Background: an optimization exercise with open tools, aiming at small area, a short achievable clock period and few clock cycles. Do not read the settings as production practice.
Where RTL was checked, it was by simulation tests only, not by an equivalence proof against the original.
No activity file was given, so power comes from the tool's default toggle rates.

## CHIP
module CHIP (	clk,
				rst_n,
				mem_read_D,
				mem_write_D,
				mem_addr_D,
				mem_wdata_D,
				mem_rdata_D,
				mem_ready_D,
				mem_read_I,
				mem_write_I,
				mem_addr_I,
				mem_wdata_I,
				mem_rdata_I,
				mem_ready_I,
				DCACHE_addr,
				DCACHE_wdata,
				DCACHE_wen
			);
Size in the first run: ~15000 cells after synthesis, roughly 5000 flip-flops, about 640 I/O pins, ~0.22 mm² of cells after synthesis.
clock: 11.0 ns
lec_check: 0
cap_margin: 30
core_margin: 2
core_utilization: 60
cts_cluster_diameter: 100
cts_cluster_size: 25
slew_margin: 30
tns_end_percent: 5
standard.sh (not shown) runs the stock make flow with config.mk's settings and CLKGATE_MAP_FILE= SYNTH_SCRIPT=/design/flow/synth_recipe.tcl, a recipe that flattens the netlist after the stock synthesis.
==> flow/flow/run.sh <==
#!/bin/bash
set -uo pipefail
bash standard.sh SETUP_SLACK_MARGIN=7.3 finish > standard_make.log 2>&1
Testbench counts at the start, summed over its fixed seeds: cycles 152,651.
Next try:
==> flow/flow/run.sh (replaced) <==
#!/bin/bash
set -uo pipefail
bash standard.sh SETUP_SLACK_MARGIN=7 finish > standard_make.log 2>&1
- CORE_UTILIZATION: 60 -> 55
Critical path depth increases by 9.
Setup slack loses 0.11 ns.
Via count decreases by about 1.9%.
Next try:
- CORE_UTILIZATION: 55 -> 60
Cell count came out lower by 2.6%.
Sequential share of layout area rose by 0.48 points.
Routed wire length shrinks by 3.1%.
Power came out lower by 0.74%.

* * *

CHIP, a different RTL version from the one above (not shown whole).
For scale: about 16,000 cells after synthesis, about 5,500 flip-flops, ~240,000 um^2 of cells after synthesis.
==> flow/config.mk <==
export PLATFORM = sky130hd
export DESIGN_NAME = CHIP
export DESIGN_NICKNAME = CHIP
export VERILOG_FILES = /design/flow/design.v
export SDC_FILE = /design/flow/constraint.sdc
export NUM_CORES = 8
export LEC_CHECK = 0
export CAP_MARGIN = 20
export CORE_MARGIN = 2
export CORE_UTILIZATION = 60
export CTS_CLUSTER_DIAMETER = 100
export CTS_CLUSTER_SIZE = 25
export SLEW_MARGIN = 20
==> flow/constraint.sdc <==
create_clock -name core_clock -period 11.0 [get_ports {clk}]
set_input_delay 2.2000 -clock core_clock [delete_from_list [all_inputs] [get_ports {clk}]]
set_output_delay 2.2000 -clock core_clock [all_outputs]
set_load 0.01 [all_outputs]
==> flow/flow/run.sh <==
#!/bin/bash
set -uo pipefail
bash standard.sh SETUP_SLACK_MARGIN=7 finish > standard_make.log 2>&1
The baseline completed with no timing, DRC or antenna violations.
Testbench counts at the start, summed over its fixed seeds: cycles 147,173.
Change:
--- a/flow/config.mk
+++ b/flow/config.mk
@@ -10 +10 @@
-export CORE_UTILIZATION = 60
+export CORE_UTILIZATION = 50
=> The new run produced a layout that fails on antenna rules. Worst setup slack gets worse by 0.046 ns. Via count came out lower by 3.2%. Power increases by 0.32%. Register-to-register slack gets worse by 0.05 ns. Sequential power barely changes. Wire length falls by 0.86%. Design area is about the same.

* * *

rev 12:
Another version of the RTL of CHIP (not shown whole).
Size: about 5200 flip-flops, roughly 640 I/O pins, about 230000 µm² of cells after synthesis.
## CHIP
module CHIP (	clk,
				rst_n,
				mem_read_D,
				mem_write_D,
				mem_addr_D,
				mem_wdata_D,
				mem_rdata_D,
				mem_ready_D,
				mem_read_I,
				mem_write_I,
				mem_addr_I,
				mem_wdata_I,
				mem_rdata_I,
				mem_ready_I,
				DCACHE_addr,
				DCACHE_wdata,
				DCACHE_wen
			);
	input			clk, rst_n;
	output			mem_read_D;
	output			mem_write_D;
	output	[31:4]	mem_addr_D;
	output	[127:0]	mem_wdata_D;
	input	[127:0]	mem_rdata_D;
	input			mem_ready_D;
	output			mem_read_I;
	output			mem_write_I;
	output	[31:4]	mem_addr_I;
	output	[127:0]	mem_wdata_I;
	input	[127:0]	mem_rdata_I;
	input			mem_ready_I;
	output	[29:0]	DCACHE_addr;
	output	[31:0]	DCACHE_wdata;
	output			DCACHE_wen;
	integer k;
	function [31:0] bswap;
		input [31:0] w;
		bswap = {w[7:0], w[15:8], w[23:16], w[31:24]};
	endfunction
	function [27:0] pdec;
		input [31:0] w;
		reg [2:0] t;
		begin
			case (w[6:0])
				7'b0110011: t = 3'd0;
				7'b0010011: t = 3'd1;
				7'b0000011: t = 3'd2;
				7'b0100011: t = 3'd3;
				7'b1100011: t = 3'd4;
				7'b1101111: t = 3'd5;
				7'b1100111: t = 3'd6;
				default:    t = 3'd7;
			endcase
			pdec = {w[31:7], t};
		end
	endfunction
	function [27:0] wsel;
		input [111:0] l;
		input [1:0] w;
		case (w)
			2'd0: wsel = l[27:0];
			2'd1: wsel = l[55:28];
			2'd2: wsel = l[83:56];
			default: wsel = l[111:84];
		endcase
	endfunction
	function [31:0] rev32;
		input [31:0] x;
		integer j;
		for (j = 0; j < 32; j = j + 1) rev32[j] = x[31-j];
	endfunction
	reg  [29:0] pc;                  
	reg         id_v;
	reg  [29:0] id_pc;
	reg  [27:0] id_c;
	reg         ex_v;
	reg  [31:0] ex_a, ex_b, ex_imm;
	reg  [29:0] ex_aux;              
	reg  [4:0]  ex_rd;
	reg         ex_wr, ex_ld, ex_st, ex_br, ex_bne, ex_pred, ex_jr, ex_useimm;
	reg         ex_fa_m, ex_fa_w, ex_fb_m, ex_fb_w;
  ...
clock: 11.0 ns
lec_check: 0
cap_margin: 20
core_margin: 2
core_utilization: 40
slew_margin: 20
run.sh (not shown) runs the stock make flow with config.mk's settings and CLKGATE_MAP_FILE= SYNTH_SCRIPT=/design/flow/synth_recipe.tcl, a recipe that flattens the netlist after the stock synthesis.
Stock flow here: none of the scripts above is used.
[inputs] rev 13 vs rev 12
# rev 12
export LEC_CHECK = 0
export CAP_MARGIN = 20
export CORE_MARGIN = 2
export CORE_UTILIZATION = 40
export SLEW_MARGIN = 20
create_clock -name core_clock -period 11.0 [get_ports {clk}]
# rev 13
export LEC_CHECK = 0
export ABC_CLOCK_PERIOD_IN_PS = 4000
export CAP_MARGIN = 20
export CORE_MARGIN = 2
export CORE_UTILIZATION = 40
export SETUP_SLACK_MARGIN = 5
export SLEW_MARGIN = 20
create_clock -name core_clock -period 11.0 [get_ports {clk}]
==> run summary <==
- Summary of rev 13 over rev 12: worst setup slack increased 1050 ps; clock group share of total power decreased 0.6 points; total net switching power increased 0.45%; final core utilization essentially unchanged.
- The run with more routed wire is rev 13, not rev 12.
- Rev 13: all stages complete, timing, DRC and antenna checks passed
Function was not checked in any run of this note: the RTL went through the layout flow alone.

* * *

Setup of tundra:
RTL: one of the versions met above, not the one the previous note started from.
Size in the first run: roughly 15,000 cells after synthesis, about 5,000 flip-flops, ~640 I/O pins, roughly 220,000 um^2 of cells after synthesis.
Settings: LEC_CHECK=0, CAP_MARGIN=30, CORE_MARGIN=2, CORE_UTILIZATION=60, CTS_CLUSTER_DIAMETER=100, CTS_CLUSTER_SIZE=25, SLEW_MARGIN=30, TNS_END_PERCENT=0; clock period 11.0 ns.
standard.sh (not shown) runs the stock make flow with config.mk's settings and CLKGATE_MAP_FILE= SYNTH_SCRIPT=/design/flow/synth_recipe.tcl, a recipe that flattens the netlist after the stock synthesis.
Scripts as last shown in full above: flow/flow/run.sh
tundra has completed all stages; timing, DRC and antenna checks passed.
Testbench counts of tundra, summed over its fixed seeds: cycles 152,651.
The following lists how onyx was set up differently from tundra:
==> flow/flow/run.sh <==
#!/bin/bash
set -uo pipefail
bash standard.sh SETUP_SLACK_MARGIN=6.8 finish > standard_make.log 2>&1
-- flow/config.mk --
<<< tundra, line 13
export SLEW_MARGIN = 30
export TNS_END_PERCENT = 0
>>> onyx, line 13
export SLEW_MARGIN = 30
export TNS_END_PERCENT = 5
==> run summary <==
Both conditions hold for tundra: the flow ran to the end and the final layout passed the timing, DRC and antenna checks.
onyx completed; timing, DRC and antenna clean
Final area, onyx and tundra: higher on onyx
Looking at onyx and tundra, the worst hold slack is a wash.
Taking tundra as the reference, in onyx total length of routed met2 wires went up about 0.38%, iteration count of the initial detailed-routing pass decreased by 3 relative to the old numbers, count of non-CTS inverters in the layout now sits higher.
From tundra to onyx the numbers moved as follows: total of clock buffers placed in the layout decreased by 1.2% relative to the old numbers; clock latency of the later-clocked register in the worst-skew pair closely matched the old numbers.

* * *

== try-harbor ==
CHIP, a different RTL version from the one above (not shown whole).
For scale: about 14000 cells after synthesis, about 640 I/O pins, ~220000 µm² of cells after synthesis.
clock: 11.0 ns
lec_check: 0
cap_margin: 30
core_margin: 2
core_utilization: 60
cts_cluster_diameter: 100
cts_cluster_size: 25
slew_margin: 30
tns_end_percent: 5
==> flow/flow/run.sh <==
#!/bin/bash
set -uo pipefail
bash standard.sh SETUP_SLACK_MARGIN=7 finish > standard_make.log 2>&1
Testbench counts of try-harbor, summed over its fixed seeds: cycles 153,981.
For try-lagoon, these inputs were changed with respect to try-harbor:
diff --git a/flow/config.mk b/flow/config.mk
--- a/flow/config.mk
+++ b/flow/config.mk
@@ -8 +8 @@
-export CAP_MARGIN = 30
+export CAP_MARGIN = 20
@@ -13,2 +13 @@
-export SLEW_MARGIN = 30
-export TNS_END_PERCENT = 5
+export SLEW_MARGIN = 20
[summary]
Per the final summary, try-lagoon finished and its layout is clean on timing, DRC and antenna. Compared with try-harbor, try-lagoon shows a higher routed wire length. Via count of the first global-routing pass: try-lagoon vs try-harbor up 1.7%. Compared with try-harbor, try-lagoon shows a higher total power. The cell with the largest stage delay on the worst path comes out sky130_fd_sc_hd__a311o_2 in one run and sky130_fd_sc_hd__edfxtp_1 in the other, namely in try-lagoon and try-harbor respectively. Taking try-harbor as the reference point, the minimum setup slack in the final design of try-lagoon falls by 0.10 ns. What try-lagoon reported for number of gates resized after cts has to be multiplied by 0.54 to get the figure for try-harbor.
Relative to try-lagoon, the following input files were edited for try-juniper:
diff --git a/flow/config.mk b/flow/config.mk
--- a/flow/config.mk
+++ b/flow/config.mk
@@ -8 +8 @@
-export CAP_MARGIN = 20
+export CAP_MARGIN = 30
@@ -10 +10 @@
-export CORE_UTILIZATION = 60
+export CORE_UTILIZATION = 65
@@ -13 +13,2 @@
-export SLEW_MARGIN = 20
+export SLEW_MARGIN = 30
+export TNS_END_PERCENT = 5
--- outcome ---
Against try-lagoon, try-juniper reports a area taken by multi-input logic gates that is lower. Summary of try-juniper over try-lagoon: portion of total power attributed to combinational logic has decreased; buffer count excluding the clock tree in the final layout has decreased; per-cell routed wire length has decreased.

## what the ideal ports hide
Ports are ideal in the flow. The routed layouts listed here were re-timed in OpenROAD. Step 1 (the two cells are an assumption about what drives the block):
set clk [get_ports {clk}]
set_driving_cell -lib_cell sky130_fd_sc_hd__clkbuf_16 $clk
set_driving_cell -lib_cell sky130_fd_sc_hd__buf_2 [delete_from_list [all_inputs] $clk]
Step 2 moves the port delays by t, midway between the first and last clock arrival at a register: inputs arrive t later, outputs are due t later. That takes back most of the time a late clock gives input paths. a / b / c = ideal ports / drivers / drivers and shift; a / b = the first two.
run	shift t [ns]	setup WS [ns]	worst register clock-pin slew, ns	worst data-port slew with drivers (ns)
the first run of note 1	1.122	6.688 / 6.686 / 5.660	0.12 / 0.12	0.19
the second run of note 1	1.150	6.575 / 6.575 / 5.811	0.11 / 0.11	0.13
the third run of note 1	1.111	6.694 / 6.577 / 5.704	0.11 / 0.11	0.20
the first run of note 2	1.140	6.705 / 6.705 / 5.835	0.11 / 0.11	0.22
the second run of note 2	1.124	6.660 / 6.660 / 5.773	0.12 / 0.12	0.17
rev 12	1.183	3.919 / 3.919 / 3.919	0.07 / 0.07	0.24
rev 13	1.167	4.965 / 4.965 / 4.892	0.07 / 0.07	0.25
tundra	1.109	6.401 / 6.386 / 5.389	0.11 / 0.11	0.09
onyx	1.110	6.256 / 6.344 / 5.234	0.11 / 0.11	0.20
try-harbor	1.099	6.642 / 6.614 / 5.839	0.12 / 0.12	0.12
try-lagoon	1.113	6.542 / 6.542 / 5.813	0.11 / 0.11	0.13
try-juniper	1.107	6.370 / 6.370 / 5.560	0.12 / 0.12	0.12
The setup slack of the first run of note 1, which loses most, moves by -0.002 ns with the drivers and by -1.028 ns with both steps.
